Context: an optimization exercise on an open-source flow, tuned for small area. The choices shown serve that exercise and are no tape-out recipe. Where RTL was checked, it was by simulation tests only, not by an equivalence proof against the original. No functional check of the RTL was part of run 3.

===== flow/config.mk =====
export PLATFORM = sky130hd
export DESIGN_NAME = lsort_detect
export DESIGN_NICKNAME = lsort_detect
export VERILOG_FILES = /design/flow/design.v
export SDC_FILE = /design/flow/constraint.sdc
export NUM_CORES = 4
export LEC_CHECK = 0
export CAP_MARGIN = 20
export CORE_MARGIN = 2
export CORE_UTILIZATION = 40
export CTS_CLUSTER_DIAMETER = 100
export CTS_CLUSTER_SIZE = 30
export SLEW_MARGIN = 20

===== flow/constraint.sdc =====
create_clock -name core_clock -period 14.0 [get_ports {clk}]
set_input_delay 2.8000 -clock core_clock [delete_from_list [all_inputs] [get_ports {clk}]]
set_output_delay 2.8000 -clock core_clock [all_outputs]
set_load 0.01 [all_outputs]

===== flow/design.v =====
module lsd_filter (
    input  [11:0] x,
    input  [11:0] s1,
    input  [11:0] s2,
    output [11:0] d
);
  wire f0, f1, f2, f3, f4, f5, f6, f7;
  wire f8, f9, f10, f11, f12, f13, f14, f15;
  wire f16, f17, f18, f19, f20, f21, f22, f23;
  wire f24, f25, f26, f27, f28, f29, f30, f31;
  wire f32, f33, f34, f35, f36, f37, f38, f39;
  wire f40, f41, f42, f43, f44, f45, f46, f47;
  wire f48, f49, f50, f51, f52, f53, f54, f55;
  wire f56, f57, f58, f59, f60, f61, f62, f63;
  wire f64, f65, f66, f67, f68, f69, f70, f71;
  wire f72, f73, f74, f75, f76, f77, f78, f79;
  wire f80, f81, f82, f83, f84, f85, f86, f87;
  wire f88, f89, f90, f91, f92, f93, f94, f95;
  wire f96, f97, f98, f99, f100, f101, f102, f103;
  wire f104, f105, f106, f107, f108, f109, f110, f111;
  wire f112, f113, f114, f115, f116, f117, f118, f119;
  wire f120, f121, f122, f123, f124, f125, f126, f127;
  wire f128, f129, f130, f131, f132, f133, f134, f135;
  wire f136, f137, f138, f139, f140, f141, f142, f143;
  wire f144, f145, f146, f147, f148, f149, f150, f151;
  wire f152, f153, f154, f155, f156, f157, f158, f159;
  wire f160, f161, f162, f163, f164, f165, f166, f167;
  wire f168, f169, f170, f171, f172, f173, f174, f175;
  wire f176, f177, f178, f179, f180, f181, f182, f183;
  wire f184, f185, f186, f187, f188, f189, f190, f191;
  wire f192, f193, f194, f195, f196, f197, f198, f199;
  wire f200, f201, f202, f203, f204, f205, f206, f207;
  wire f208, f209, f210, f211, f212, f213, f214, f215;
  wire f216, f217;
  assign f0 = s1[1] ^ ~s2[0] ^ ~s2[1];
  assign f1 = (s1[1] & ~s2[0]) | (s1[1] & ~s2[1]) | (~s2[0] & ~s2[1]);
  assign f2 = s1[0] ^ s1[2] ^ ~s2[1];
  assign f3 = (s1[0] & s1[2]) | (s1[0] & ~s2[1]) | (s1[2] & ~s2[1]);
  assign f4 = s1[0] ^ s1[1] ^ s1[3];
  assign f5 = (s1[0] & s1[1]) | (s1[0] & s1[3]) | (s1[1] & s1[3]);
  assign f6 = s1[1] ^ s1[2] ^ s1[4];
  assign f7 = (s1[1] & s1[2]) | (s1[1] & s1[4]) | (s1[2] & s1[4]);
  assign f8 = s1[2] ^ s1[3] ^ s1[5];
  assign f9 = (s1[2] & s1[3]) | (s1[2] & s1[5]) | (s1[3] & s1[5]);
  assign f10 = s1[3] ^ s1[4] ^ s1[6];
  assign f11 = (s1[3] & s1[4]) | (s1[3] & s1[6]) | (s1[4] & s1[6]);
  assign f12 = ~s2[0] ^ ~s2[5] ^ ~s2[6];
  assign f13 = (~s2[0] & ~s2[5]) | (~s2[0] & ~s2[6]) | (~s2[5] & ~s2[6]);
  assign f14 = s1[0] ^ s1[4] ^ s1[5];
  assign f15 = (s1[0] & s1[4]) | (s1[0] & s1[5]) | (s1[4] & s1[5]);
  assign f16 = s1[7] ^ ~s2[0] ^ ~s2[1];
  assign f17 = (s1[7] & ~s2[0]) | (s1[7] & ~s2[1]) | (~s2[0] & ~s2[1]);
  assign f18 = ~(~s2[6] ^ ~s2[7]);
  assign f19 = ~s2[6] | ~s2[7];
  assign f20 = s1[1] ^ s1[5] ^ s1[6];
  assign f21 = (s1[1] & s1[5]) | (s1[1] & s1[6]) | (s1[5] & s1[6]);
  assign f22 = s1[8] ^ ~s2[1] ^ ~s2[2];
  assign f23 = (s1[8] & ~s2[1]) | (s1[8] & ~s2[2]) | (~s2[1] & ~s2[2]);
  assign f24 = s1[2] ^ s1[6] ^ s1[7];
  assign f25 = (s1[2] & s1[6]) | (s1[2] & s1[7]) | (s1[6] & s1[7]);
  assign f26 = s1[9] ^ ~s2[2] ^ ~s2[3];
  assign f27 = (s1[9] & ~s2[2]) | (s1[9] & ~s2[3]) | (~s2[2] & ~s2[3]);
  assign f28 = s1[0] ^ s1[3] ^ s1[7];
  assign f29 = (s1[0] & s1[3]) | (s1[0] & s1[7]) | (s1[3] & s1[7]);
  assign f30 = s1[8] ^ s1[10] ^ ~s2[3];
  assign f31 = (s1[8] & s1[10]) | (s1[8] & ~s2[3]) | (s1[10] & ~s2[3]);
  assign f32 = ~s2[4] ^ ~s2[9] ^ ~s2[10];
  assign f33 = (~s2[4] & ~s2[9]) | (~s2[4] & ~s2[10]) | (~s2[9] & ~s2[10]);
  assign f34 = s1[1] ^ s1[4] ^ s1[8];
  assign f35 = (s1[1] & s1[4]) | (s1[1] & s1[8]) | (s1[4] & s1[8]);
  assign f36 = s1[9] ^ ~s1[11] ^ ~s2[4];
  assign f37 = (s1[9] & ~s1[11]) | (s1[9] & ~s2[4]) | (~s1[11] & ~s2[4]);
  assign f38 = ~s2[5] ^ ~s2[10] ^ s2[11];
  assign f39 = (~s2[5] & ~s2[10]) | (~s2[5] & s2[11]) | (~s2[10] & s2[11]);
  assign f40 = s1[2] ^ s1[5] ^ s1[9];
  assign f41 = (s1[2] & s1[5]) | (s1[2] & s1[9]) | (s1[5] & s1[9]);
  assign f42 = s1[10] ^ ~s2[5] ^ ~s2[6];
  assign f43 = (s1[10] & ~s2[5]) | (s1[10] & ~s2[6]) | (~s2[5] & ~s2[6]);
  assign f44 = s1[3] ^ s1[6] ^ s1[10];
  assign f45 = (s1[3] & s1[6]) | (s1[3] & s1[10]) | (s1[6] & s1[10]);
  assign f46 = ~s1[11] ^ ~s2[6] ^ ~s2[7];
  assign f47 = (~s1[11] & ~s2[6]) | (~s1[11] & ~s2[7]) | (~s2[6] & ~s2[7]);
  assign f48 = s1[4] ^ s1[7] ^ ~s1[11];
  assign f49 = (s1[4] & s1[7]) | (s1[4] & ~s1[11]) | (s1[7] & ~s1[11]);
  assign f50 = s1[5] ^ s1[8] ^ ~s2[8];
  assign f51 = (s1[5] & s1[8]) | (s1[5] & ~s2[8]) | (s1[8] & ~s2[8]);
  assign f52 = s1[6] ^ s1[9] ^ ~s2[9];
  assign f53 = (s1[6] & s1[9]) | (s1[6] & ~s2[9]) | (s1[9] & ~s2[9]);
  assign f54 = s1[7] ^ s1[10] ^ ~s2[10];
  assign f55 = (s1[7] & s1[10]) | (s1[7] & ~s2[10]) | (s1[10] & ~s2[10]);
  assign f56 = s1[8] ^ ~s1[11] ^ s2[11];
  assign f57 = (s1[8] & ~s1[11]) | (s1[8] & s2[11]) | (~s1[11] & s2[11]);
  assign f58 = f1 ^ f2 ^ ~s2[2];
  assign f59 = (f1 & f2) | (f1 & ~s2[2]) | (f2 & ~s2[2]);
  assign f60 = f3 ^ f4 ^ ~s2[2];
  assign f61 = (f3 & f4) | (f3 & ~s2[2]) | (f4 & ~s2[2]);
  assign f62 = f5 ^ f6 ^ ~s2[3];
  assign f63 = (f5 & f6) | (f5 & ~s2[3]) | (f6 & ~s2[3]);
  assign f64 = f7 ^ f8 ^ ~s2[4];
  assign f65 = (f7 & f8) | (f7 & ~s2[4]) | (f8 & ~s2[4]);
  assign f66 = f9 ^ f10 ^ f12;
  assign f67 = (f9 & f10) | (f9 & f12) | (f10 & f12);
  assign f68 = f11 ^ f13 ^ f14;
  assign f69 = (f11 & f13) | (f11 & f14) | (f13 & f14);
  assign f70 = f15 ^ f17 ^ f19;
  assign f71 = (f15 & f17) | (f15 & f19) | (f17 & f19);
  assign f72 = f20 ^ f22 ^ ~s2[7];
  assign f73 = (f20 & f22) | (f20 & ~s2[7]) | (f22 & ~s2[7]);
  assign f74 = f21 ^ f23 ^ f24;
  assign f75 = (f21 & f23) | (f21 & f24) | (f23 & f24);
  assign f76 = f26 ^ ~s2[8] ^ ~s2[9];
  assign f77 = (f26 & ~s2[8]) | (f26 & ~s2[9]) | (~s2[8] & ~s2[9]);
  assign f78 = f25 ^ f27 ^ f28;
  assign f79 = (f25 & f27) | (f25 & f28) | (f27 & f28);
  assign f80 = f29 ^ f31 ^ f33;
  assign f81 = (f29 & f31) | (f29 & f33) | (f31 & f33);
  assign f82 = f34 ^ f36 ^ f38;
  assign f83 = (f34 & f36) | (f34 & f38) | (f36 & f38);
  assign f84 = f35 ^ f37 ^ f39;
  assign f85 = (f35 & f37) | (f35 & f39) | (f37 & f39);
  assign f86 = f40 ^ f42 ^ s2[11];
  assign f87 = (f40 & f42) | (f40 & s2[11]) | (f42 & s2[11]);
  assign f88 = f41 ^ f43 ^ f44;
  assign f89 = (f41 & f43) | (f41 & f44) | (f43 & f44);
  assign f90 = f45 ^ f47 ^ f48;
  assign f91 = (f45 & f47) | (f45 & f48) | (f47 & f48);
  assign f92 = f49 ^ f50 ^ ~s2[9];
  assign f93 = (f49 & f50) | (f49 & ~s2[9]) | (f50 & ~s2[9]);
  assign f94 = f51 ^ f52 ^ ~s2[10];
  assign f95 = (f51 & f52) | (f51 & ~s2[10]) | (f52 & ~s2[10]);
  assign f96 = f53 ^ f54 ^ s2[11];
  assign f97 = (f53 & f54) | (f53 & s2[11]) | (f54 & s2[11]);
  assign f98 = ~(f55 ^ f56);
  assign f99 = f55 | f56;
  assign f100 = f59 ^ f60 ^ ~s2[3];
  assign f101 = (f59 & f60) | (f59 & ~s2[3]) | (f60 & ~s2[3]);
  assign f102 = f61 ^ f62 ^ ~s2[4];
  assign f103 = (f61 & f62) | (f61 & ~s2[4]) | (f62 & ~s2[4]);
  assign f104 = f63 ^ f64 ^ ~s2[5];
  assign f105 = (f63 & f64) | (f63 & ~s2[5]) | (f64 & ~s2[5]);
  assign f106 = ~(f65 ^ f66);
  assign f107 = f65 | f66;
  assign f108 = f67 ^ f68 ^ f16;
  assign f109 = (f67 & f68) | (f67 & f16) | (f68 & f16);
  assign f110 = f69 ^ f70 ^ f72;
  assign f111 = (f69 & f70) | (f69 & f72) | (f70 & f72);
  assign f112 = f71 ^ f73 ^ f74;
  assign f113 = (f71 & f73) | (f71 & f74) | (f73 & f74);
  assign f114 = f75 ^ f77 ^ f78;
  assign f115 = (f75 & f77) | (f75 & f78) | (f77 & f78);
  assign f116 = f30 ^ f32 ^ x[0];
  assign f117 = (f30 & f32) | (f30 & x[0]) | (f32 & x[0]);
  assign f118 = f79 ^ f80 ^ f82;
  assign f119 = (f79 & f80) | (f79 & f82) | (f80 & f82);
  assign f120 = f81 ^ f83 ^ f84;
  assign f121 = (f81 & f83) | (f81 & f84) | (f83 & f84);
  assign f122 = f85 ^ f87 ^ f88;
  assign f123 = (f85 & f87) | (f85 & f88) | (f87 & f88);
  assign f124 = f89 ^ f90 ^ ~s2[7];
  assign f125 = (f89 & f90) | (f89 & ~s2[7]) | (f90 & ~s2[7]);
  assign f126 = f91 ^ f92 ^ x[5];
  assign f127 = (f91 & f92) | (f91 & x[5]) | (f92 & x[5]);
  assign f128 = f93 ^ f94 ^ x[6];
  assign f129 = (f93 & f94) | (f93 & x[6]) | (f94 & x[6]);
  assign f130 = f95 ^ f96 ^ x[7];
  assign f131 = (f95 & f96) | (f95 & x[7]) | (f96 & x[7]);
  assign f132 = f97 ^ f98 ^ x[8];
  assign f133 = (f97 & f98) | (f97 & x[8]) | (f98 & x[8]);
  assign f134 = f99 ^ f57 ^ s1[9];
  assign f135 = (f99 & f57) | (f99 & s1[9]) | (f57 & s1[9]);
  assign f136 = ~(s1[10] ^ x[10]);
  assign f137 = s1[10] | x[10];
  assign f138 = ~(~s1[11] ^ ~x[11]);
  assign f139 = ~s1[11] | ~x[11];
  assign f140 = f107 ^ f108 ^ f18;
  assign f141 = (f107 & f108) | (f107 & f18) | (f108 & f18);
  assign f142 = f109 ^ f110 ^ ~s2[8];
  assign f143 = (f109 & f110) | (f109 & ~s2[8]) | (f110 & ~s2[8]);
  assign f144 = f111 ^ f112 ^ f76;
  assign f145 = (f111 & f112) | (f111 & f76) | (f112 & f76);
  assign f146 = f113 ^ f114 ^ f116;
  assign f147 = (f113 & f114) | (f113 & f116) | (f114 & f116);
  assign f148 = f115 ^ f117 ^ f118;
  assign f149 = (f115 & f117) | (f115 & f118) | (f117 & f118);
  assign f150 = f119 ^ f120 ^ f86;
  assign f151 = (f119 & f120) | (f119 & f86) | (f120 & f86);
  assign f152 = f121 ^ f122 ^ f46;
  assign f153 = (f121 & f122) | (f121 & f46) | (f122 & f46);
  assign f154 = f123 ^ f124 ^ ~s2[8];
  assign f155 = (f123 & f124) | (f123 & ~s2[8]) | (f124 & ~s2[8]);
  assign f156 = ~(f125 ^ f126);
  assign f157 = f125 | f126;
  assign f158 = ~(f127 ^ f128);
  assign f159 = f127 | f128;
  assign f160 = f133 ^ f134 ^ x[9];
  assign f161 = (f133 & f134) | (f133 & x[9]) | (f134 & x[9]);
  assign f162 = f145 ^ f146 ^ x[11];
  assign f163 = (f145 & f146) | (f145 & x[11]) | (f146 & x[11]);
  assign f164 = f147 ^ f148 ^ x[1];
  assign f165 = (f147 & f148) | (f147 & x[1]) | (f148 & x[1]);
  assign f166 = f149 ^ f150 ^ x[2];
  assign f167 = (f149 & f150) | (f149 & x[2]) | (f150 & x[2]);
  assign f168 = f151 ^ f152 ^ x[3];
  assign f169 = (f151 & f152) | (f151 & x[3]) | (f152 & x[3]);
  assign f170 = f153 ^ f154 ^ x[4];
  assign f171 = (f153 & f154) | (f153 & x[4]) | (f154 & x[4]);
  assign f172 = f159 ^ f129 ^ f130;
  assign f173 = (f159 & f129) | (f159 & f130) | (f129 & f130);
  assign f174 = f161 ^ f135 ^ f136;
  assign f175 = (f161 & f135) | (f161 & f136) | (f135 & f136);
  assign f176 = f171 ^ f155 ^ f156;
  assign f177 = (f171 & f155) | (f171 & f156) | (f155 & f156);
  assign f178 = f173 ^ f131 ^ f132;
  assign f179 = (f173 & f131) | (f173 & f132) | (f131 & f132);
  assign f180 = f175 ^ f137 ^ f138;
  assign f181 = (f175 & f137) | (f175 & f138) | (f137 & f138);
  assign f182 = f177 ^ f157 ^ f158;
  assign f183 = (f177 & f157) | (f177 & f158) | (f157 & f158);
  assign f184 = (s1[0] & ~s2[0]) | (s1[0] & ~x[11]) | (~s2[0] & ~x[11]);
  assign f185 = (f0 & 1'b1) | (f0 & f184) | (1'b1 & f184);
  assign f186 = f58 & f185;
  assign f187 = f100 & f186;
  assign f188 = (f101 & f102) | (f101 & f187) | (f102 & f187);
  assign f189 = (f103 & f104) | (f103 & f188) | (f104 & f188);
  assign f190 = (f105 & f106) | (f105 & f189) | (f106 & f189);
  assign f191 = f140 & f190;
  assign f192 = (f141 & f142) | (f141 & f191) | (f142 & f191);
  assign f193 = (f143 & f144) | (f143 & f192) | (f144 & f192);
  assign f194 = f162 ^ f193;
  assign f195 = f162 & f193;
  assign f196 = f163 ^ f164 ^ f195;
  assign f197 = (f163 & f164) | (f163 & f195) | (f164 & f195);
  assign f198 = f165 ^ f166 ^ f197;
  assign f199 = (f165 & f166) | (f165 & f197) | (f166 & f197);
  assign f200 = f167 ^ f168 ^ f199;
  assign f201 = (f167 & f168) | (f167 & f199) | (f168 & f199);
  assign f202 = f169 ^ f170 ^ f201;
  assign f203 = (f169 & f170) | (f169 & f201) | (f170 & f201);
  assign f204 = f176 ^ f203;
  assign f205 = f176 & f203;
  assign f206 = f182 ^ f205;
  assign f207 = f182 & f205;
  assign f208 = f183 ^ f172 ^ f207;
  assign f209 = (f183 & f172) | (f183 & f207) | (f172 & f207);
  assign f210 = f178 ^ f209;
  assign f211 = f178 & f209;
  assign f212 = f179 ^ f160 ^ f211;
  assign f213 = (f179 & f160) | (f179 & f211) | (f160 & f211);
  assign f214 = f174 ^ f213;
  assign f215 = f174 & f213;
  assign f216 = f180 ^ f215;
  assign f217 = f180 & f215;
  assign d = {f216, f214, f212, f210, f208, f206, f204, f202, f200, f198, f196, f194};
endmodule
module lsd_mag (
    input  [11:0] d,
    input  [11:0] s2,
    output [11:0] y,
    output [10:0] u
);
  wire m0, m1, m2, m3, m4, m5, m6, m7;
  wire m8, m9, m10, m11, m12, m13, m14, m15;
  wire m16, m17, m18, m19, m20, m21, m22, m23;
  wire m24, m25, m26, m27, m28, m29, m30, m31;
  wire m32, m33, m34, m35, m36, m37, m38, m39;
  wire m40, m41, m42, m43, m44, m45, m46, m47;
  wire m48, m49, m50, m51, m52, m53, m54, m55;
  wire m56, m57, m58, m59, m60, m61, m62, m63;
  wire m64, m65, m66, m67, m68, m69, m70, m71;
  wire m72, m73, m74, m75, m76, m77, m78, m79;
  wire m80, m81, m82, m83, m84, m85, m86, m87;
  wire m88, m89, m90, m91, m92, m93, m94, m95;
  wire m96, m97, m98, m99, m100, m101, m102, m103;
  wire m104, m105, m106, m107, m108, m109, m110, m111;
  wire m112, m113, m114, m115, m116, m117, m118, m119;
  wire m120, m121, m122, m123, m124, m125, m126, m127;
  wire m128, m129, m130, m131, m132, m133, m134, m135;
  wire m136, m137, m138, m139, m140, m141, m142, m143;
  wire m144, m145, m146;
  assign m0 = ~(d[0] ^ ~s2[0]);
  assign m1 = d[0] | ~s2[0];
  assign m2 = m1 ^ d[1] ^ ~s2[1];
  assign m3 = (m1 & d[1]) | (m1 & ~s2[1]) | (d[1] & ~s2[1]);
  assign m4 = m3 ^ d[2] ^ ~s2[2];
  assign m5 = (m3 & d[2]) | (m3 & ~s2[2]) | (d[2] & ~s2[2]);
  assign m6 = m5 ^ d[3] ^ ~s2[3];
  assign m7 = (m5 & d[3]) | (m5 & ~s2[3]) | (d[3] & ~s2[3]);
  assign m8 = m7 ^ d[4] ^ ~s2[4];
  assign m9 = (m7 & d[4]) | (m7 & ~s2[4]) | (d[4] & ~s2[4]);
  assign m10 = m9 ^ d[5] ^ ~s2[5];
  assign m11 = (m9 & d[5]) | (m9 & ~s2[5]) | (d[5] & ~s2[5]);
  assign m12 = m11 ^ d[6] ^ ~s2[6];
  assign m13 = (m11 & d[6]) | (m11 & ~s2[6]) | (d[6] & ~s2[6]);
  assign m14 = m13 ^ d[7] ^ ~s2[7];
  assign m15 = (m13 & d[7]) | (m13 & ~s2[7]) | (d[7] & ~s2[7]);
  assign m16 = m15 ^ d[8] ^ ~s2[8];
  assign m17 = (m15 & d[8]) | (m15 & ~s2[8]) | (d[8] & ~s2[8]);
  assign m18 = m17 ^ d[9] ^ ~s2[9];
  assign m19 = (m17 & d[9]) | (m17 & ~s2[9]) | (d[9] & ~s2[9]);
  assign m20 = m19 ^ d[10] ^ ~s2[10];
  assign m21 = (m19 & d[10]) | (m19 & ~s2[10]) | (d[10] & ~s2[10]);
  assign m22 = m21 ^ ~d[11] ^ s2[11];
  assign m23 = (m21 & ~d[11]) | (m21 & s2[11]) | (~d[11] & s2[11]);
  assign m24 = m23 ^ 1'b1;
  assign m25 = m23 & 1'b1;
  assign m26 = ~m0 ^ m4 ^ ~m12;
  assign m27 = (~m0 & m4) | (~m0 & ~m12) | (m4 & ~m12);
  assign m28 = ~m2 ^ m6 ^ ~m14;
  assign m29 = (~m2 & m6) | (~m2 & ~m14) | (m6 & ~m14);
  assign m30 = m0 ^ ~m4 ^ m8;
  assign m31 = (m0 & ~m4) | (m0 & m8) | (~m4 & m8);
  assign m32 = m2 ^ ~m6 ^ m10;
  assign m33 = (m2 & ~m6) | (m2 & m10) | (~m6 & m10);
  assign m34 = m4 ^ ~m8 ^ m12;
  assign m35 = (m4 & ~m8) | (m4 & m12) | (~m8 & m12);
  assign m36 = m6 ^ ~m10 ^ m14;
  assign m37 = (m6 & ~m10) | (m6 & m14) | (~m10 & m14);
  assign m38 = m8 ^ ~m12 ^ m16;
  assign m39 = (m8 & ~m12) | (m8 & m16) | (~m12 & m16);
  assign m40 = m10 ^ ~m14 ^ m18;
  assign m41 = (m10 & ~m14) | (m10 & m18) | (~m14 & m18);
  assign m42 = m12 ^ ~m16 ^ m20;
  assign m43 = (m12 & ~m16) | (m12 & m20) | (~m16 & m20);
  assign m44 = m14 ^ ~m18 ^ m22;
  assign m45 = (m14 & ~m18) | (m14 & m22) | (~m18 & m22);
  assign m46 = m16 ^ ~m20 ^ ~m24;
  assign m47 = (m16 & ~m20) | (m16 & ~m24) | (~m20 & ~m24);
  assign m48 = ~(m18 ^ ~m22);
  assign m49 = m18 | ~m22;
  assign m50 = m29 ^ m30 ^ ~m16;
  assign m51 = (m29 & m30) | (m29 & ~m16) | (m30 & ~m16);
  assign m52 = m31 ^ m32 ^ ~m18;
  assign m53 = (m31 & m32) | (m31 & ~m18) | (m32 & ~m18);
  assign m54 = m33 ^ m34 ^ ~m20;
  assign m55 = (m33 & m34) | (m33 & ~m20) | (m34 & ~m20);
  assign m56 = m35 ^ m36 ^ ~m22;
  assign m57 = (m35 & m36) | (m35 & ~m22) | (m36 & ~m22);
  assign m58 = m37 ^ m38 ^ m24;
  assign m59 = (m37 & m38) | (m37 & m24) | (m38 & m24);
  assign m60 = ~(m39 ^ m40);
  assign m61 = m39 | m40;
  assign m62 = ~(m41 ^ m42);
  assign m63 = m41 | m42;
  assign m64 = ~(m43 ^ m44);
  assign m65 = m43 | m44;
  assign m66 = m49 ^ m20 ^ m24;
  assign m67 = (m49 & m20) | (m49 & m24) | (m20 & m24);
  assign m68 = ~(m57 ^ m58);
  assign m69 = m57 | m58;
  assign m70 = m65 ^ m45 ^ m46;
  assign m71 = (m65 & m45) | (m65 & m46) | (m45 & m46);
  assign m72 = ~(m67 ^ m22);
  assign m73 = m67 | m22;
  assign m74 = m69 ^ m59 ^ m60;
  assign m75 = (m69 & m59) | (m69 & m60) | (m59 & m60);
  assign m76 = m71 ^ m47 ^ m48;
  assign m77 = (m71 & m47) | (m71 & m48) | (m47 & m48);
  assign m78 = m75 ^ m61 ^ m62;
  assign m79 = (m75 & m61) | (m75 & m62) | (m61 & m62);
  assign m80 = m79 ^ m63 ^ m64;
  assign m81 = (m79 & m63) | (m79 & m64) | (m63 & m64);
  assign m82 = ~m0 & 1'b1;
  assign m83 = ~m2 & m82;
  assign m84 = ~m4 & m83;
  assign m85 = ~m6 & m84;
  assign m86 = (m0 & ~m8) | (m0 & m85) | (~m8 & m85);
  assign m87 = (m2 & ~m10) | (m2 & m86) | (~m10 & m86);
  assign m88 = (m26 & 1'b1) | (m26 & m87) | (1'b1 & m87);
  assign m89 = (m27 & m28) | (m27 & m88) | (m28 & m88);
  assign m90 = m50 & m89;
  assign m91 = m51 ^ m52 ^ m90;
  assign m92 = (m51 & m52) | (m51 & m90) | (m52 & m90);
  assign m93 = m53 ^ m54 ^ m92;
  assign m94 = (m53 & m54) | (m53 & m92) | (m54 & m92);
  assign m95 = m55 ^ m56 ^ m94;
  assign m96 = (m55 & m56) | (m55 & m94) | (m56 & m94);
  assign m97 = m68 ^ m96;
  assign m98 = m68 & m96;
  assign m99 = m74 ^ m98;
  assign m100 = m74 & m98;
  assign m101 = m78 ^ m100;
  assign m102 = m78 & m100;
  assign m103 = m80 ^ m102;
  assign m104 = m80 & m102;
  assign m105 = m81 ^ m70 ^ m104;
  assign m106 = (m81 & m70) | (m81 & m104) | (m70 & m104);
  assign m107 = m76 ^ m106;
  assign m108 = m76 & m106;
  assign m109 = m77 ^ m66 ^ m108;
  assign m110 = (m77 & m66) | (m77 & m108) | (m66 & m108);
  assign m111 = m72 ^ m110;
  assign m112 = m72 & m110;
  assign m113 = m73 ^ ~m24 ^ m112;
  assign m114 = (m73 & ~m24) | (m73 & m112) | (~m24 & m112);
  assign m115 = m91 ^ m113;
  assign m116 = m115 ^ m113;
  assign m117 = m115 & m113;
  assign m118 = m93 ^ m113;
  assign m119 = m118 ^ m117;
  assign m120 = m118 & m117;
  assign m121 = m95 ^ m113;
  assign m122 = m121 ^ m120;
  assign m123 = m121 & m120;
  assign m124 = m97 ^ m113;
  assign m125 = m124 ^ m123;
  assign m126 = m124 & m123;
  assign m127 = m99 ^ m113;
  assign m128 = m127 ^ m126;
  assign m129 = m127 & m126;
  assign m130 = m101 ^ m113;
  assign m131 = m130 ^ m129;
  assign m132 = m130 & m129;
  assign m133 = m103 ^ m113;
  assign m134 = m133 ^ m132;
  assign m135 = m133 & m132;
  assign m136 = m105 ^ m113;
  assign m137 = m136 ^ m135;
  assign m138 = m136 & m135;
  assign m139 = m107 ^ m113;
  assign m140 = m139 ^ m138;
  assign m141 = m139 & m138;
  assign m142 = m109 ^ m113;
  assign m143 = m142 ^ m141;
  assign m144 = m142 & m141;
  assign m145 = m111 ^ m113;
  assign m146 = m145 ^ m144;
  assign u = {m146, m143, m140, m137, m134, m131, m128, m125, m122, m119, m116};
  assign y = {m113, m111, m109, m107, m105, m103, m101, m99, m97, m95, m93, m91};
endmodule
module lsd_radix (
    input  [23:0] c,
    input  [23:0] v,
    input  [3:0] kc,
    output bit1,
    output [23:0] co,
    output [3:0] kco
);
  wire r0, r1, r2, r3, r4, r5, r6, r7;
  wire r8, r9, r10, r11, r12, r13, r14, r15;
  wire r16, r17, r18, r19, r20, r21, r22, r23;
  wire r24, r25, r26, r27, r28, r29, r30, r31;
  wire r32, r33, r34, r35, r36, r37, r38, r39;
  wire r40, r41, r42, r43, r44, r45, r46, r47;
  wire r48, r49, r50, r51, r52, r53, r54, r55;
  wire r56, r57, r58, r59, r60, r61, r62, r63;
  wire r64, r65, r66, r67, r68, r69, r70;
  assign r0 = c[0] & ~v[0];
  assign r1 = c[1] & ~v[1];
  assign r2 = c[2] & ~v[2];
  assign r3 = c[3] & ~v[3];
  assign r4 = c[4] & ~v[4];
  assign r5 = c[5] & ~v[5];
  assign r6 = c[6] & ~v[6];
  assign r7 = c[7] & ~v[7];
  assign r8 = c[8] & ~v[8];
  assign r9 = c[9] & ~v[9];
  assign r10 = c[10] & ~v[10];
  assign r11 = c[11] & ~v[11];
  assign r12 = c[12] & ~v[12];
  assign r13 = c[13] & ~v[13];
  assign r14 = c[14] & ~v[14];
  assign r15 = c[15] & ~v[15];
  assign r16 = c[16] & ~v[16];
  assign r17 = c[17] & ~v[17];
  assign r18 = c[18] & ~v[18];
  assign r19 = c[19] & ~v[19];
  assign r20 = c[20] & ~v[20];
  assign r21 = c[21] & ~v[21];
  assign r22 = c[22] & ~v[22];
  assign r23 = c[23] & ~v[23];
  assign r24 = r0 ^ r1 ^ r2;
  assign r25 = (r0 & r1) | (r0 & r2) | (r1 & r2);
  assign r26 = r3 ^ r4 ^ r5;
  assign r27 = (r3 & r4) | (r3 & r5) | (r4 & r5);
  assign r28 = r6 ^ r7 ^ r8;
  assign r29 = (r6 & r7) | (r6 & r8) | (r7 & r8);
  assign r30 = r9 ^ r10 ^ r11;
  assign r31 = (r9 & r10) | (r9 & r11) | (r10 & r11);
  assign r32 = r12 ^ r13 ^ r14;
  assign r33 = (r12 & r13) | (r12 & r14) | (r13 & r14);
  assign r34 = r15 ^ r16 ^ r17;
  assign r35 = (r15 & r16) | (r15 & r17) | (r16 & r17);
  assign r36 = r18 ^ r19 ^ r20;
  assign r37 = (r18 & r19) | (r18 & r20) | (r19 & r20);
  assign r38 = r21 ^ r22 ^ r23;
  assign r39 = (r21 & r22) | (r21 & r23) | (r22 & r23);
  assign r40 = r24 ^ r26 ^ r28;
  assign r41 = (r24 & r26) | (r24 & r28) | (r26 & r28);
  assign r42 = r30 ^ r32 ^ r34;
  assign r43 = (r30 & r32) | (r30 & r34) | (r32 & r34);
  assign r44 = r25 ^ r27 ^ r29;
  assign r45 = (r25 & r27) | (r25 & r29) | (r27 & r29);
  assign r46 = r31 ^ r33 ^ r35;
  assign r47 = (r31 & r33) | (r31 & r35) | (r33 & r35);
  assign r48 = r40 ^ r42 ^ r36;
  assign r49 = (r40 & r42) | (r40 & r36) | (r42 & r36);
  assign r50 = r41 ^ r43 ^ r44;
  assign r51 = (r41 & r43) | (r41 & r44) | (r43 & r44);
  assign r52 = r46 ^ r37 ^ r39;
  assign r53 = (r46 & r37) | (r46 & r39) | (r37 & r39);
  assign r54 = r45 ^ r47 ^ kc[2];
  assign r55 = (r45 & r47) | (r45 & kc[2]) | (r47 & kc[2]);
  assign r56 = r48 ^ r38 ^ kc[0];
  assign r57 = (r48 & r38) | (r48 & kc[0]) | (r38 & kc[0]);
  assign r58 = r49 ^ r50 ^ r52;
  assign r59 = (r49 & r50) | (r49 & r52) | (r50 & r52);
  assign r60 = r51 ^ r53 ^ r54;
  assign r61 = (r51 & r53) | (r51 & r54) | (r53 & r54);
  assign r62 = r57 ^ r58 ^ kc[1];
  assign r63 = (r57 & r58) | (r57 & kc[1]) | (r58 & kc[1]);
  assign r64 = r61 ^ r55 ^ kc[3];
  assign r65 = (r61 & r55) | (r61 & kc[3]) | (r55 & kc[3]);
  assign r66 = r63 ^ r59 ^ r60;
  assign r67 = (r63 & r59) | (r63 & r60) | (r59 & r60);
  assign r68 = r67 ^ r64;
  assign r69 = r67 & r64;
  assign r70 = (1'b0 & r62 & r66 & (r67 | r64)) | (1'b0 & r66 & (r67 | r64)) | (1'b0 & (r67 | r64)) | ((r67 & r64));
  assign bit1 = ~(r70 | r65);
  assign kco = bit1 ? {r68, r66, r62, r56} : kc;
  assign co = bit1 ? (c & v) : (c & ~v);
endmodule
module lsd_pop (
    input  [22:0] z,
    output [4:0] cnt
);
  wire p0, p1, p2, p3, p4, p5, p6, p7;
  wire p8, p9, p10, p11, p12, p13, p14, p15;
  wire p16, p17, p18, p19, p20, p21, p22, p23;
  wire p24, p25, p26, p27, p28, p29, p30, p31;
  wire p32, p33, p34, p35, p36, p37, p38, p39;
  wire p40, p41, p42, p43;
  assign p0 = z[0] ^ z[1] ^ z[2];
  assign p1 = (z[0] & z[1]) | (z[0] & z[2]) | (z[1] & z[2]);
  assign p2 = z[3] ^ z[4] ^ z[5];
  assign p3 = (z[3] & z[4]) | (z[3] & z[5]) | (z[4] & z[5]);
  assign p4 = z[6] ^ z[7] ^ z[8];
  assign p5 = (z[6] & z[7]) | (z[6] & z[8]) | (z[7] & z[8]);
  assign p6 = z[9] ^ z[10] ^ z[11];
  assign p7 = (z[9] & z[10]) | (z[9] & z[11]) | (z[10] & z[11]);
  assign p8 = z[12] ^ z[13] ^ z[14];
  assign p9 = (z[12] & z[13]) | (z[12] & z[14]) | (z[13] & z[14]);
  assign p10 = z[15] ^ z[16] ^ z[17];
  assign p11 = (z[15] & z[16]) | (z[15] & z[17]) | (z[16] & z[17]);
  assign p12 = z[18] ^ z[19] ^ z[20];
  assign p13 = (z[18] & z[19]) | (z[18] & z[20]) | (z[19] & z[20]);
  assign p14 = ~(z[21] ^ z[22]);
  assign p15 = z[21] | z[22];
  assign p16 = p0 ^ p2 ^ p4;
  assign p17 = (p0 & p2) | (p0 & p4) | (p2 & p4);
  assign p18 = p6 ^ p8 ^ p10;
  assign p19 = (p6 & p8) | (p6 & p10) | (p8 & p10);
  assign p20 = p1 ^ p3 ^ p5;
  assign p21 = (p1 & p3) | (p1 & p5) | (p3 & p5);
  assign p22 = p7 ^ p9 ^ p11;
  assign p23 = (p7 & p9) | (p7 & p11) | (p9 & p11);
  assign p24 = ~(p13 ^ p15);
  assign p25 = p13 | p15;
  assign p26 = p16 ^ p18 ^ p12;
  assign p27 = (p16 & p18) | (p16 & p12) | (p18 & p12);
  assign p28 = p17 ^ p19 ^ p20;
  assign p29 = (p17 & p19) | (p17 & p20) | (p19 & p20);
  assign p30 = p21 ^ p23 ^ p25;
  assign p31 = (p21 & p23) | (p21 & p25) | (p23 & p25);
  assign p32 = p27 ^ p28 ^ p22;
  assign p33 = (p27 & p28) | (p27 & p22) | (p28 & p22);
  assign p34 = p33 ^ p29 ^ p30;
  assign p35 = (p33 & p29) | (p33 & p30) | (p29 & p30);
  assign p36 = p26 ^ p14;
  assign p37 = p26 & p14;
  assign p38 = p32 ^ p24 ^ p37;
  assign p39 = (p32 & p24) | (p32 & p37) | (p24 & p37);
  assign p40 = p34 ^ p39;
  assign p41 = p34 & p39;
  assign p42 = p35 ^ p31 ^ p41;
  assign p43 = (p35 & p31) | (p35 & p41) | (p31 & p41);
  assign cnt = {p43, p42, p40, p38, p36};
endmodule
`timescale 1ns / 1ps
module lsort_detect (
    input               clk,
    input               rst_n,
    input               in_valid,
    input        [ 1:0] in_channel,
    input        [11:0] in_data,
    output logic        out_valid,
    output logic [ 1:0] out_channel,
    output logic [10:0] out_data,
    output logic        out_spike,
    output logic [38:0] out_time
);
  localparam int NS = 24;   
  localparam int NB1 = 4;   
  logic [1:0] ph;
  always_ff @(posedge clk or negedge rst_n)
    if (!rst_n) ph <= 2'd0;
    else ph <= ph + 2'd1;
  logic [1:0] dly;
  logic [3:1] ev;
  logic [11:0] ed1, ed2, ed3;
  assign dly = in_channel - ph;
  always_ff @(posedge clk or negedge rst_n)
    if (!rst_n) ev <= '0;
    else begin
      ev[1] <= in_valid && dly == 2'd3;
      ev[2] <= ev[1] || (in_valid && dly == 2'd2);
      ev[3] <= ev[2] || (in_valid && dly == 2'd1);
    end
  always_ff @(posedge clk) begin
    ed1 <= in_data;
    ed2 <= (in_valid && dly == 2'd2) ? in_data : ed1;
    ed3 <= (in_valid && dly == 2'd1) ? in_data : ed2;
  end
  logic pv;
  logic [11:0] x;
  assign pv = ev[3] || (in_valid && dly == 2'd0);
  assign x  = ev[3] ? ed3 : in_data;
  logic [23:0] flt0, flt1, flt2, flt3;   
  logic seen3;
  always_ff @(posedge clk or negedge rst_n)
    if (!rst_n) seen3 <= 1'b0;
    else if (pv && ph == 2'd3) seen3 <= 1'b1;
  logic [11:0] s1, s2, d;
  assign s1 = seen3 ? flt3[23:12] : 12'd0;
  assign s2 = seen3 ? flt3[11:0] : 12'd0;
  lsd_filter u_filter (
      .x (x),
      .s1(s1),
      .s2(s2),
      .d (d)
  );
  logic v1;
  logic [11:0] s2o;
  always_ff @(posedge clk or negedge rst_n)
    if (!rst_n) v1 <= 1'b0;
    else v1 <= pv;
  always_ff @(posedge clk) begin
    flt0 <= pv ? {d, s1} : flt3;
    flt1 <= flt0;
    flt2 <= flt1;
    flt3 <= flt2;
    s2o  <= s2;
  end
  logic [10:0] u;
  logic [11:0] y;
  logic [5:0] g;
  lsd_mag u_mag (
      .d (flt0[23:12]),
      .s2(s2o),
      .y (y),
      .u (u)
  );
  always_comb
    if (y[11]) g = (&y[10:6]) ? ~y[5:0] : 6'd63;
    else if (y[10:6] != 0) g = 6'd63;
    else g = (y[5:0] == 0) ? 6'd0 : y[5:0] - 6'd1;
  logic [NS-1:0][5:0] win0, win1, win2, win3;   
  always_ff @(posedge clk) begin
    win0[0] <= v1 ? g : win3[0];
    for (int j = 1; j < NS; j++) win0[j] <= v1 ? win3[j-1] : win3[j];
    win1 <= win0;
    win2 <= win1;
    win3 <= win2;
  end
  logic [4:0] fill;
  always_ff @(posedge clk or negedge rst_n)
    if (!rst_n) fill <= '0;
    else if (v1 && ph == 2'd0 && fill != 5'd24) fill <= fill + 5'd1;
  logic [NS-1:1] z1;
  logic [4:0] cnt1;
  always_comb for (int j = 1; j < NS; j++) z1[j] = (5'(j) <= fill) && !win3[j-1][5];
  lsd_pop u_pop (
      .z  (z1),
      .cnt(cnt1)
  );
  logic v2;
  logic [10:0] u2;
  logic [4:0] cnt1_q;
  always_ff @(posedge clk or negedge rst_n)
    if (!rst_n) v2 <= 1'b0;
    else v2 <= v1;
  always_ff @(posedge clk) begin
    u2 <= u;
    cnt1_q <= cnt1;
  end
  logic is3;
  logic [NS-1:0] vld;   
  assign is3 = (ph == 2'd1);
  always_comb for (int j = 0; j < NS; j++) vld[j] = 5'(j) + {4'd0, is3} <= fill;
  logic [5:0][NS-1:0] vb0, vb1;   
  always_comb
    for (int b = 0; b < 6; b++)
      for (int j = 0; j < NS; j++) begin
        vb0[b][j] = win0[j][b];
        vb1[b][j] = win1[j][b];
      end
  logic [6:0][NS-1:0] cand;
  logic [6:0][3:0] kc;
  logic [5:0] mb;
  logic [NS-1:0] cand_q;
  logic [3:0] kc_q;
  logic [5:0] mb_q;
  logic [4:0] s1c;
  assign s1c = cnt1_q + {4'd0, !win0[0][5]};
  assign mb[5] = s1c < 5'd16;
  assign kc[1] = mb[5] ? s1c[3:0] : 4'd3;
  assign cand[1] = mb[5] ? (vld & vb0[5]) : (vld & ~vb0[5]);
  genvar i;
  generate
    for (i = 1; i < 6; i++) begin : gen_step
      logic [NS-1:0] ci;
      logic [3:0] ki;
      if (i == NB1) begin : gen_m2
        assign ci = cand_q;
        assign ki = kc_q;
      end else begin : gen_m1
        assign ci = cand[i];
        assign ki = kc[i];
      end
      lsd_radix u_radix (
          .c   (ci),
          .v   (i < NB1 ? vb0[5-i] : vb1[5-i]),
          .kc  (ki),
          .bit1(mb[5-i]),
          .co  (cand[i+1]),
          .kco (kc[i+1])
      );
    end
  endgenerate
  logic v3;
  logic [10:0] u3;
  always_ff @(posedge clk or negedge rst_n)
    if (!rst_n) v3 <= 1'b0;
    else v3 <= v2;
  always_ff @(posedge clk) begin
    u3 <= u2;
    cand_q <= cand[NB1];
    kc_q <= kc[NB1];
    mb_q <= mb;
  end
  logic [5:0] med, q;
  always_comb
    for (int b = 0; b < 6; b++) med[b] = (b >= 6 - NB1) ? mb_q[b] : mb[b];
  assign q = u3[10:5] - {5'd0, u3[4:0] == 5'd0};
  assign out_valid = v3;
  assign out_data  = u3;
  assign out_spike = (u3 != 11'd0) && (q > med);
  logic [40:0] cnt, cnt_carry;
  assign {out_time, out_channel} = cnt;
  always_comb begin
    cnt_carry[0] = v3;
    for (int b = 1; b < 41; b++) cnt_carry[b] = cnt_carry[b-1] & cnt[b-1];
  end
  always_ff @(posedge clk or negedge rst_n)
    if (!rst_n) cnt <= '0;
    else cnt <= cnt ^ cnt_carry;
endmodule

===== flow/run.sh =====
#!/bin/bash
# synth_recipe.tcl (not shown) runs the flow's synth.tcl, then flattens the netlist and writes it again
# the make line also repeats each setting of config.mk as NAME=value (left out here)
make -C /OpenROAD-flow-scripts/flow DESIGN_CONFIG=/design/flow/config.mk WORK_HOME=/design/flow/orfs CLKGATE_MAP_FILE= SYNTH_SCRIPT=/design/flow/synth_recipe.tcl finish

==> results of run 1 <==
## cells by family after synthesis
logic type,Yosys count,share of synthesized area
flops,834,0.549
simple gates,317,0.0574
mux,197,0.0714
xor+xnor,148,0.0427
buf+inv,354,0.0442
fa+ha+maj,363,0.208
compound gates,127,0.0266
## registers in the layout (all words and copies together) (netlist names), 24 cells and up
name / flops
win2: 144
flt0: 24
flt2: 24
flt1: 24
flt3: 24
win3: 144
win1: 144
cnt: 41
cand_q: 24
win0: 144
## per-layer routing
layer / vias up / routed length (µm) / track usage / part of all wire
met5: - / 0 / 0 / 0
met4: 0 / 1230 / 0.0400 / 0.021
met1: 7974 / 27100 / 0.207 / 0.47
met2: 220 / 28200 / 0.250 / 0.48
met3: 66 / 1700 / 0.0186 / 0.029
li1: 7610 / - / - / -
## per-stage QoR
step	instances	utilization	instance area (µm²)	setup TNS (ns)
global placement	3414	0.431	32900	0
CTS	3464	0.446	34000	0
finish	3483	0.451	34400	0
detailed placement	3414	0.431	32900	-0.0251
floorplan	2340	-	30900	0
global route	3482	0.451	34400	-0.255
## cell type report
cell class              instances  area [µm²]
clock inverters                 7         134
flip-flops and latches        834       17000
repair buffers                116        1160
fillers                      6914       41800
diodes                          1        2.50
well taps                    1030        1290
inverters                     300        1130
multi-input cells            1152       12700
clock buffers                  43         958
## worst max-delay path, delay by kind of cell (launching register included)
kind            cells  cell delay, ns
fa+ha+maj          23            8.53
simple gates       10            1.98
buf+inv            15            1.48
xor+xnor            5            0.93
flops               1            0.34
compound gates      1            0.17
## synth_stat cells (4+ instances only)
cell	n	area, µm²
mux2i_1	9	90.1
ha_1	106	1330
or3_1	9	56.3
inv_1	298	1120
fa_1	253	5060
mux2_2	188	2120
nand2_1	70	263
and3_1	4	25.0
nand3b_1	25	188
o211ai_1	4	30.0
nand4b_1	8	70.1
a21o_1	10	75.1
o21ai_0	39	195
or2_2	11	68.8
dfrtp_1	55	1380
nor2_1	51	191
nor3_1	20	100
a21oi_1	31	155
or4_1	4	30.0
nor3b_1	20	150
buf_2	24	120
and4_1	6	52.6
nand4_1	7	43.8
xor2_1	36	315
xnor2_1	110	963
dfxtp_1	779	15600
a211o_1	4	35.0
and3b_1	4	35.0
nand2b_1	16	100
clkbuf_1	25	93.8
nor4_1	12	75.1
nand3_1	10	50.1
a211oi_1	4	30.0
nor2b_1	29	181
## repair_timing
action / in CTS / in global routing
gates cloned: 0 / 1
setup endpoints to repair: 9 / 29
hold buffers: 0 / 0
buffers inserted: 0 / 16
gates resized for setup: 1 / 63
pin swaps: 0 / 13
## path summary, 6_finish.rpt
kind	endpoint	slack [ns]	cells past startpoint	start
setup / recovery	cand_q[15]	0.48	54	win0[5]
hold / removal	flt3[2]	0.31	0	flt2[2]
setup reg to reg	cand_q[15]	0.48	54	win0[5]
hold reg to reg	flt3[2]	0.31	0	flt2[2]
max in group asynchronous	v1	11.14	2	rst_n
min in group asynchronous	ev[3]	2.32	2	rst_n
==> metrics list, run 1 <==
- Die X-Extent: between 200 and 300 µm
- Arrival time at the worst endpoint: 14.05 ns
- Max Freq: about 0.074 GHz
* Post-synthesis instance total: roughly 2300
- For this run, design rule violations remaining after detail routing come to 0.
* Via-to-Cell Ratio: around 4.6
* Input/output buffers: 70
- The library cell used most frequently in the layout, excluding fill and tap cells, is dfxtp_1.
- Number of buffers created by CTS: 36
* Leftover overflow at the end of global routing: 0
- Post-route clock period utilization: 0.966
* Async SR Flop Fraction: 0.0659
- The clock drives 834 sinks.
* Buffer depth of the longest clock path: 3
* Setup slack of the critical path after layout: approximately 0.48 ns
- Kind of start point of the critical path: flop
- The number of antenna violations at the first check in global routing was 0.
- Commonest cells after routing, fill and taps aside: 778 x dfxtp_1, 296 x inv_1, 250 x fa_1
- Number of placement rows: 101
* Die span in y: about 280 µm
- The tree is rooted in a clkbuf_16.
- Ys Warns: 1
- A synthesized cell averages 13.2 µm².
- Clock-pin transition on the worst setup and hold timing paths: 0.11 ns
- At the end of routability-driven placement, the weighted congestion stood at between 0.8 and 0.9.
- After synthesis the netlist holds a flip-flop and latch count of between 800 and 900.
- Slew at the pin closest to its max-slew limit: ~1.1 ns
* Path category of the worst min-delay check: reg -> reg
* RSZ-0062 raised after global routing: yes
- Synthesized netlist net count: roughly 2700
- Post-layout nets: between 2000 and 3000
* DRC marker count from the first detailed-route iteration: 803
- For this configuration, the core starts out at a cell density of 0.405.
* Category of the critical setup timing path: reg -> reg
* Cell with the most instances on the worst path: fa_1
- Summed over all nets, the half-perimeter wirelength after detailed placement is 44.1 mm.
- Worst Hold Margin: between 0.3 and 0.4 ns
- 71 I/O pins were placed.
* Result of the run: timing/DRC/antenna clean
* Total wirelength of the detailed-routed design: slightly below 60 mm
- Max_slew headroom: 0.284
- Share of final-layout standard cells stronger than drive strength 1: 0.141
- Clock Skew: roughly 0.037 ns
- WP data required: 14.53 ns
* Final Hold Fails: 0
- Setup Viol. Count Final: 0
- Dividing the detail-routed wire length by the instance count gives around 17 µm.
- Unique cell type count in the Yosys netlist: 70
* Number of nets with antenna violations after detailed routing: 0
- The first detailed-routing pass took 5 iterations.
- Final count of pins violating max slew: 0
- First-pass GRT wire length: 93.3 mm
* Area of the die: just under 80000 µm²
- Largest net degree at the start of global routing: between 70 and 80
* Count of vias placed by the detailed router: about 16000
- Period minus WS final: approximately 14 ns
- CTS tree: built
- The later pin in the worst-skew pair is clocked with a latency of 0.60 ns.
* Total of max-cap violations: 0
- The number of global-route vias before repair was roughly 17000.
* Post-synthesis instance area: ~30000 µm²
* Total routing usage reported by global routing: 0.150
- Prior to clock tree synthesis, the placed netlist has a worst setup slack of -0.0232 ns.
* Core Box Area: approximately 76000 µm²
* Layout area overhead: 11.3%
- Number of levels in the clock H-tree: 2
- Critical Path End Type: flop
- Share of the yosys chip area belonging to registers: 0.549
* Number of synthesized flops with an enable pin: 0
* Delay of the slowest critical-path stage: between 0.5 and 0.6 ns
- Critical-path cell with the highest stage delay: fa_1
- Most used flip-flop cell after synthesis: dfxtp_1
- Along the worst path, the maximum fanout reaches 8.
==> inputs of run 2 (changes only) <==
--- a/flow/config.mk
+++ b/flow/config.mk
@@ -8,6 +8,6 @@
 export CAP_MARGIN = 20
 export CORE_MARGIN = 2
 export CORE_UTILIZATION = 40
-export CTS_CLUSTER_DIAMETER = 100
-export CTS_CLUSTER_SIZE = 30
+export CTS_CLUSTER_DIAMETER = 110
+export CTS_CLUSTER_SIZE = 36
 export SLEW_MARGIN = 20
==> run 2 against run 1 <==
Effect of this change:
- still clean
- sequential share of layout area rose by 0.27 points
- register-to-register slack improved by 0.06 ns
- core utilization fell by 0.24 points
- via count fell by 0.71%
- final area fell by 0.53%
==> metrics list, run 2 <==
- DRC marker count from the first detailed-route iteration: 901 (was 803)
* Number of buffers created by CTS: 29 (was 36)
- The synthesized instance count came to 2340 (unchanged).
* Number of levels in the clock H-tree: 1 (was 2)
* Post-synthesis instance area: 30900 µm² (unchanged)
* Ys Warns: 1 (unchanged)
- Cell with the most instances on the worst path: fa_1 (unchanged)
- The shortest period the worst path allows came to 13.46 ns (was 13.52 ns).
- Number of nets with antenna violations after detailed routing: 0 (unchanged)
- The count of pins over their slew limit came to 0 (unchanged).
* Max_slew headroom: 0.289 (was 0.284)
- Share of Yosys cell area claimed by the top area cell type: 0.505 (unchanged)
- The global-route wire length before repair was 92.7 mm (was 93.3 mm).
- Cell Area, Placed: 32900 µm² (unchanged)
* Arrival time at the worst endpoint: 14.01 ns (was 14.05 ns)
- CTS Root Cell: clkbuf_16 (unchanged)
* Placed wire-length estimate after detailed placement: 44.1 mm (unchanged)
* Syn_area_per_cell: 13.2 µm² (unchanged)
* Post-synth top area cell: dfxtp_1 (unchanged)
- The final worst clock skew was 0.0279 ns (was 0.0372 ns).
* Synthesized flop and latch total: 834 (unchanged)
* Largest net degree at the start of global routing: 78 (unchanged)
* Most used flip-flop cell after synthesis: dfxtp_1 (unchanged)
* Post-layout nets: 2807 (was 2816)
* Total routing usage reported by global routing: 0.149 (was 0.150)
- The slowest cell on the critical path was fa_1 (unchanged).
- Via count of the first global-routing pass: 16583 (was 16729)
- The clock insertion delay at the later pin of the skew report is 0.64 ns (was 0.60 ns).
- The stage delay of the slowest cell on the critical path is 0.56 ns (about the same).
- The die area is 79500 µm² (unchanged).
- The leading cell type by number of instances after synthesis is dfxtp_1 (unchanged).
- The number of antenna cells inserted is 0 (was 1).
- The launching element type of the critical path was a flop (unchanged).
- The portion of the clock cycle consumed by the worst path in the final layout came to 0.962 (was 0.966).
* Post-route DRC violation count: 0 (unchanged)
- Max Freq: 0.0743 GHz (was 0.0739 GHz)
* Total of max-cap violations: 0 (unchanged)
* Final Hold Fails: 0 (unchanged)
* Input/output buffers: 70 (unchanged)
- Top area cells in the synthesized netlist: dfxtp_1 50%, fa_1 16%, mux2_2 6.9%, dfrtp_1 4.5%, ha_1 4.3% (unchanged).
* Result of the run: timing/DRC/antenna clean (unchanged)
- Cell area after layout: 34200 µm² (was 34400 µm²)
- Category of the critical setup timing path: reg -> reg (unchanged)
* Sink Count: 834 (unchanged)
* WP data required: 14.55 ns (was 14.53 ns)
- Post-CTS Hold Fix Bufs: 0 (unchanged)
- Setup Viol. Count Final: 0 (unchanged)
- Layout area overhead: 10.7% (was 11.3%)
* Critical Path End Type: flop (unchanged)
- Total I/O pin count: 71 (unchanged)
- Clock-pin transition on the worst setup and hold timing paths: 0.13 ns (was 0.11 ns)
* Count of vias placed by the detailed router: 15758 (was 15870)
* Weighted congestion at the end of routability-driven global placement: 0.854 (unchanged)
- The top fanout value on the critical path is 8 (unchanged).
- Post-detailed-route wirelength per cell: 16.7 µm (about the same)
- The average via count per standard cell is 4.54 (was 4.56).
- Commonest cells after routing, fill and taps aside: 778 x dfxtp_1, 297 x inv_1, 250 x fa_1 (was 778 x dfxtp_1, 296 x inv_1, 250 x fa_1).
- Die X-Extent: 282 µm (unchanged)
- The vertical die dimension was 282 µm (unchanged).
- First-pass detailed-route iteration total: 6 (was 5)
* Synthesized netlist net count: 2716 (unchanged)
- The commonest non-fill, non-tap cell in the layout is dfxtp_1 (unchanged).
* Core Box Area: 76200 µm² (unchanged)
- Unique cell type count in the Yosys netlist: 70 (unchanged)
- RSZ-0062 raised after global routing: no (was yes).
- The count of standard-cell rows came to 101 (unchanged).
- Buffer depth of the longest clock path: 3 (unchanged)
- The classification of the worst-slack hold path is reg -> reg (unchanged).
- The share of synthesized registers carrying an async set or reset is 0.0659 (unchanged).
- Share of the yosys chip area belonging to registers: 0.549 (unchanged)
- The initial core utilization was 0.405 (unchanged).
- Share of final-layout standard cells stronger than drive strength 1: 0.139 (was 0.141)
- The number of antenna violations at the first check in global routing is 0 (unchanged).
- Slew at the pin closest to its max-slew limit: 1.06 ns (was 1.07 ns)
* Leftover overflow at the end of global routing: 0 (unchanged)
- Ranking of synthesized cells by instance count: 779 x dfxtp_1, 298 x inv_1, 253 x fa_1 (unchanged).
- CTS tree: built (unchanged)
- Number of synthesized flops with an enable pin: 0 (unchanged)
- The final wirelength was 58.1 mm (was 58.3 mm).
## run 2: cell counts after synthesis
No cell type changed its count.
## run 2: worst max-delay path: cells and delay by family (launching register included)
| family | cells | cell delay (ns) |
|---|---|---|
| flip-flops | 1 | 0.35 |
| AND/OR/NAND/NOR | 9 | 2.00 |
| XOR/XNOR | 5 | 0.91 |
| AO/OA/AOI/OAI | 1 | 0.18 |
| adder cells (fa/ha/maj) | 23 | 8.53 |
| buffers and inverters | 14 | 1.33 |
## run 2: repair_timing
action	in CTS	in global routing
cloned	0	1
resized for setup	1	66
setup buffers	0	14
endpoints found under the setup margin	4	29
pin swaps	0	13
hold endpoints to repair	0	0
## run 2: logic make-up (layout without fill, tap and decap cells)
group	Yosys count	in the layout	synth area share
simple gates	317	317	0.0574
flops	834	834	0.549
xor+xnor	148	148	0.0427
buf+inv	354	457	0.0442
compound gates	127	127	0.0266
fa+ha+maj	363	363	0.208
mux	197	197	0.0714
## run 2: cell type report
cell class | instances | area [µm²]
Clock buffer | 33 | 741
Tap cell | 1030 | 1290
Timing Repair Buffer | 114 | 1140
Multi-Input combinational cell | 1152 | 12800
Fill cell | 6925 | 42000
Inverter | 300 | 1130
Sequential cell | 834 | 17000
Clock inverter | 10 | 165
## run 2: path summary, 6_finish.rpt
kind / start / endpoint / slack, ns / depth (start not counted)
hold reg to reg: win1[83] / win2[83] / 0.30 / 0
min in group asynchronous: rst_n / ev[3] / 2.28 / 2
max in group asynchronous: rst_n / v1 / 11.19 / 2
setup / recovery: win0[5] / cand_q[11] / 0.54 / 52
hold / removal: win1[83] / win2[83] / 0.30 / 0
setup reg to reg: win0[5] / cand_q[11] / 0.54 / 52
## run 2: metal layers
| metal | track usage | wire length, µm | up-vias | part of all wire |
|---|---|---|---|---|
| li1 | - | - | 7586 | - |
| met1 | 0.207 | 27300 | 7868 | 0.47 |
| met2 | 0.249 | 27800 | 237 | 0.48 |
| met3 | 0.0161 | 1740 | 67 | 0.030 |
| met4 | 0.0355 | 1240 | 0 | 0.021 |
| met5 | 0 | 0 | - | 0 |
## run 2: stage by stage
stage	setup WS (ns)	setup TNS [ns]	std cells	hold slack [ns]	util
floorplan	0.121	0	2340	0.310	-
global placement	0.293	0	3414	0.310	0.431
detailed placement	-0.0232	-0.0251	3414	0.312	0.431
CTS	0.0251	0	3457	0.305	0.443
global route	0.00284	0	3473	0.300	0.449
finish	0.539	0	3473	0.305	0.449
==> inputs of run 3 (changes only) <==
--- a/flow/design.v
+++ b/flow/design.v
@@ -586,7 +586,7 @@
     output logic [ 1:0] out_channel,
     output logic [10:0] out_data,
     output logic        out_spike,
-    output logic [38:0] out_time
+    output logic [37:0] out_time
 );
   localparam int NS = 24;   
   localparam int NB1 = 4;   
@@ -744,11 +744,11 @@
   assign out_valid = v3;
   assign out_data  = u3;
   assign out_spike = (u3 != 11'd0) && (q > med);
-  logic [40:0] cnt, cnt_carry;
+  logic [39:0] cnt, cnt_carry;
   assign {out_time, out_channel} = cnt;
   always_comb begin
     cnt_carry[0] = v3;
-    for (int b = 1; b < 41; b++) cnt_carry[b] = cnt_carry[b-1] & cnt[b-1];
+    for (int b = 1; b < 40; b++) cnt_carry[b] = cnt_carry[b-1] & cnt[b-1];
   end
   always_ff @(posedge clk or negedge rst_n)
     if (!rst_n) cnt <= '0;
--- a/flow/config.mk
+++ b/flow/config.mk
@@ -8,6 +8,4 @@
 export CAP_MARGIN = 20
 export CORE_MARGIN = 2
 export CORE_UTILIZATION = 40
-export CTS_CLUSTER_DIAMETER = 110
-export CTS_CLUSTER_SIZE = 36
 export SLEW_MARGIN = 20
==> run 3 against run 2 <==
Effect of this change:
- die area fell by 0.29%
- final area rose by 6.0%
- critical path type unchanged
==> metrics list, run 3 <==
- Number of levels in the clock H-tree: 3 (was 1)
- Period minus WS final: 13.40 ns (was 13.46 ns)
- The type of destination of the critical path is a flop (unchanged).
* Die X-Extent: 281 µm (was 282 µm)
* Critical-path cell with the highest stage delay: fa_2 (was fa_1)
- Fillers: 6823 (was 6925)
- The count of final setup violators is 0 (unchanged).
- The number of design-rule violations left by the first detailed-router iteration came to 842 (was 901).
* Final Hold Fails: 0 (unchanged)
* Maximum fanout along the worst path: 9 (was 8)
* Arrival time at the worst endpoint: 13.91 ns (was 14.01 ns)
- Post-route clock period utilization: 0.957 (was 0.962)
- Clock-pin transition on the worst setup and hold timing paths: 0.06 ns (was 0.13 ns)
- The wire length per cell came to 16.5 µm (was 16.7 µm).
- The remaining antenna violation count after routing is 0 (unchanged).
- Ant. Diodes: 0 (unchanged)
* Total routing usage reported by global routing: 0.155 (was 0.149)
* FF+latch area: 17000 µm² (about the same)
- Die span in y: 281 µm (was 282 µm)
* CTS Root Cell: clkbuf_16 (unchanged)
* Placed instance count: 3422 (was 3414)
- The final wirelength is 59.3 mm (was 58.1 mm).
- The global-route wire length before repair is 95.4 mm (was 92.7 mm).
- The last weighted congestion value of the routability-driven placer came to 0.826 (was 0.854).
- RSZ-0062 raised after global routing: no (unchanged)
- The launching element type of the critical path is a flop (unchanged).
- The classification of the worst-slack hold path is reg -> reg (unchanged).
- The stage delay of the slowest cell on the critical path came to 0.55 ns (was 0.56 ns).
- Buffer depth of the longest clock path: 3 (unchanged)
* Top area cells in the synthesized netlist: dfxtp_1 51%, fa_1 16%, mux2_2 6.8%, dfrtp_1 4.4%, ha_1 4.3% (was dfxtp_1 50%, fa_1 16%, mux2_2 6.9%, dfrtp_1 4.5%, ha_1 4.3%)
* Commonest cells after routing, fill and taps aside: 778 x dfxtp_1, 294 x inv_1, 246 x fa_1 (was 778 x dfxtp_1, 297 x inv_1, 250 x fa_1)
* Unique cell type count in the Yosys netlist: 66 (was 70)
- The path type of the worst setup path was reg -> reg (unchanged).
- The total number of nets in the final design was 2867 (was 2807).
- The clock insertion delay at the later pin of the skew report came to 0.65 ns (was 0.64 ns).
- The synthesized instance count is 2335 (was 2340).
- Largest net degree at the start of global routing: 74 (was 78)
- The biggest area consumer among synthesized cells is dfxtp_1 (unchanged).
* Share of the yosys chip area belonging to registers: 0.550 (was 0.549)
* Synthesized netlist net count: 2710 (was 2716)
- Post-synthesis instance area: 30800 µm² (was 30900 µm²)
- The number of sinks on the clock net came to 833 (was 834).
- The average via count per standard cell was 4.50 (was 4.54).
- The number of clock buffers inserted by TritonCTS was 84 (was 29).
- Slew at the pin closest to its max-slew limit: 1.04 ns (was 1.06 ns)
- Synthesized flop and latch total: 833 (was 834)
- Input/output buffers: 69 (was 70)
* Cell with the most instances on the worst path: fa_1 (unchanged)
- The initial core utilization came to 0.405 (about the same).
- The leading cell type by number of instances after synthesis is dfxtp_1 (unchanged).
- Total of max-cap violations: 0 (unchanged)
- The number of enable flip-flop cells after synthesis is 0 (unchanged).
- Antenna violations before repair: 1 (was 0)
* First-pass detailed-route iteration total: 5 (was 6)
- The proportion of netlist area held by the largest area contributor is 0.506 (was 0.505).
- The highest attainable clock frequency is 0.0746 GHz (was 0.0743 GHz).
- Leftover overflow at the end of global routing: 0 (unchanged)
- Layout Utilization: 0.477 (was 0.449)
- Share of final-layout standard cells stronger than drive strength 1: 0.179 (was 0.139)
* Count of vias placed by the detailed router: 16179 (was 15758)
* Placed wire-length estimate after detailed placement: 43.7 mm (was 44.1 mm)
- Area of the die: 79200 µm² (was 79500 µm²)
- The synthesized area per cell is 13.2 µm² (about the same).
- Non-Filler Instances: 3592 (was 3473)
- Post-route DRC violation count: 0 (unchanged)
- The worst slew slack as a fraction of its limit is 0.305 (was 0.289).
- The final worst clock skew was 0.0554 ns (was 0.0279 ns).
* CTS tree: built (unchanged)
- Most common cell after layout, fill and taps aside: dfxtp_1 (unchanged)
* Most used flip-flop cell after synthesis: dfxtp_1 (unchanged)
- The number of global-route vias before repair came to 17470 (was 16583).
- WP data required: 14.51 ns (was 14.55 ns)
* Ranking of synthesized cells by instance count: 779 x dfxtp_1, 298 x inv_1, 253 x fa_1 (unchanged)
- Layout area overhead: 17.7% (was 10.7%)
* Ys Warns: 1 (unchanged)
* Result of the run: timing/DRC/antenna clean (unchanged)
- The boundary pin count was 70 (was 71).
- Footprint of the multi-input gates: 12800 µm² (about the same)
- The count of pins over their slew limit came to 0 (unchanged).
- The standard cell core area is 76100 µm² (was 76200 µm²).
* Number of placement rows: 101 (unchanged)
- The share of synthesized registers carrying an async set or reset was 0.0648 (was 0.0659).
- Total Negative Setup Slacks: 0 ns (unchanged)
==> run 3: logic make-up after synthesis <==
group                      Yosys count  share of synthesized area
DFF                                833                      0.550
adders and majority gates          362                      0.208
buffers and inverters              353                     0.0442
and+or+nand+nor                    319                     0.0574
muxes                              196                     0.0713
xor gates and xnor gates           150                     0.0433
AOI/OAI and AO/OA                  122                     0.0251
==> run 3: timing repair <==
| action | 4_1_cts | 5_1_grt |
|---|---|---|
| pin swaps | 2 | 19 |
| gates resized for setup | 10 | 73 |
| setup buffers | 1 | 11 |
| cloned | 0 | 1 |
| hold buffers | 0 | 0 |
| setup endpoints to repair | 28 | 29 |
==> run 3: path summary, 6_finish.rpt <==
check	to	slack (ns)	depth (start not counted)	from
max in group asynchronous	v1	11.19	2	rst_n
worst min-delay path	win2[53]	0.27	0	win1[53]
worst max-delay path	cand_q[11]	0.60	57	win0[5]
min in group asynchronous	ev[2]	2.29	2	rst_n
worst max register to register	cand_q[11]	0.60	57	win0[5]
worst min register to register	win2[53]	0.27	0	win1[53]
==> run 3: layout make-up <==
| cell class | count | share of cell area |
|---|---|---|
| Clock buffer | 114 | 0.0656 |
| Clock inverter | 42 | 0.0140 |
| Inverter | 301 | 0.0313 |
| Multi-Input combinational cell | 1149 | 0.353 |
| Tap cell | 1030 | 0.0355 |
| Timing Repair Buffer | 123 | 0.0328 |
| Sequential cell | 833 | 0.468 |
==> run 3: through the flow <==
| stage | worst slack, ns | area (µm²) | hold WS [ns] |
|---|---|---|---|
| after floorplan | 0.0536 | 30800 | 0.310 |
| after global placement | -0.195 | 32900 | 0.310 |
| after detailed placement | -0.437 | 32900 | 0.312 |
| after CTS | 0.0203 | 35800 | 0.259 |
| after global routing | 0.0210 | 36300 | 0.270 |
| final | 0.601 | 36300 | 0.272 |
==> run 3: worst max-delay path, delay by kind of cell, from the launching register on <==
family | cells | cell delay, ns
compound gates | 1 | 0.13
xor+xnor | 5 | 0.66
fa+ha+maj | 23 | 8.51
buf+inv | 18 | 1.57
flops | 1 | 0.35
simple gates | 10 | 2.04
==> run 3: per-layer routing <==
| layer | wire length [µm] | GRT usage | vias up |
|---|---|---|---|
| met1 | 27000 | 0.204 | 8070 |
| met5 | 0 | 0 | - |
| met4 | 1800 | 0.0569 | 0 |
| met3 | 1980 | 0.0270 | 113 |
| met2 | 28500 | 0.255 | 259 |
| li1 | - | - | 7737 |

## port drivers added, routing unchanged
The results above use ideal ports. As a check the final layouts listed here were re-extracted and re-timed, cells and wires unchanged. Step 1 assumes that a clkbuf_16 drives the clock port and a buf_2 every other input. Step 2, shift: input delay + t, output delay - t, t = (earliest + latest rising clock arrival at the registers) / 2. This alone moves slack from input paths to output paths. Three values: ideal, step 1, step 2; two values: the first two.
run	shift t [ns]	setup WS [ns]	worst data-port slew with drivers (ns)	pins driven straight from the clock port
run 1	0.638	0.477 / 0.477 / 0.477	0.04	1
run 2	0.691	0.539 / 0.539 / 0.539	0.04	1
run 3	0.681	0.601 / 0.601 / 0.601	0.04	1
After both steps every run listed still meets setup and hold.
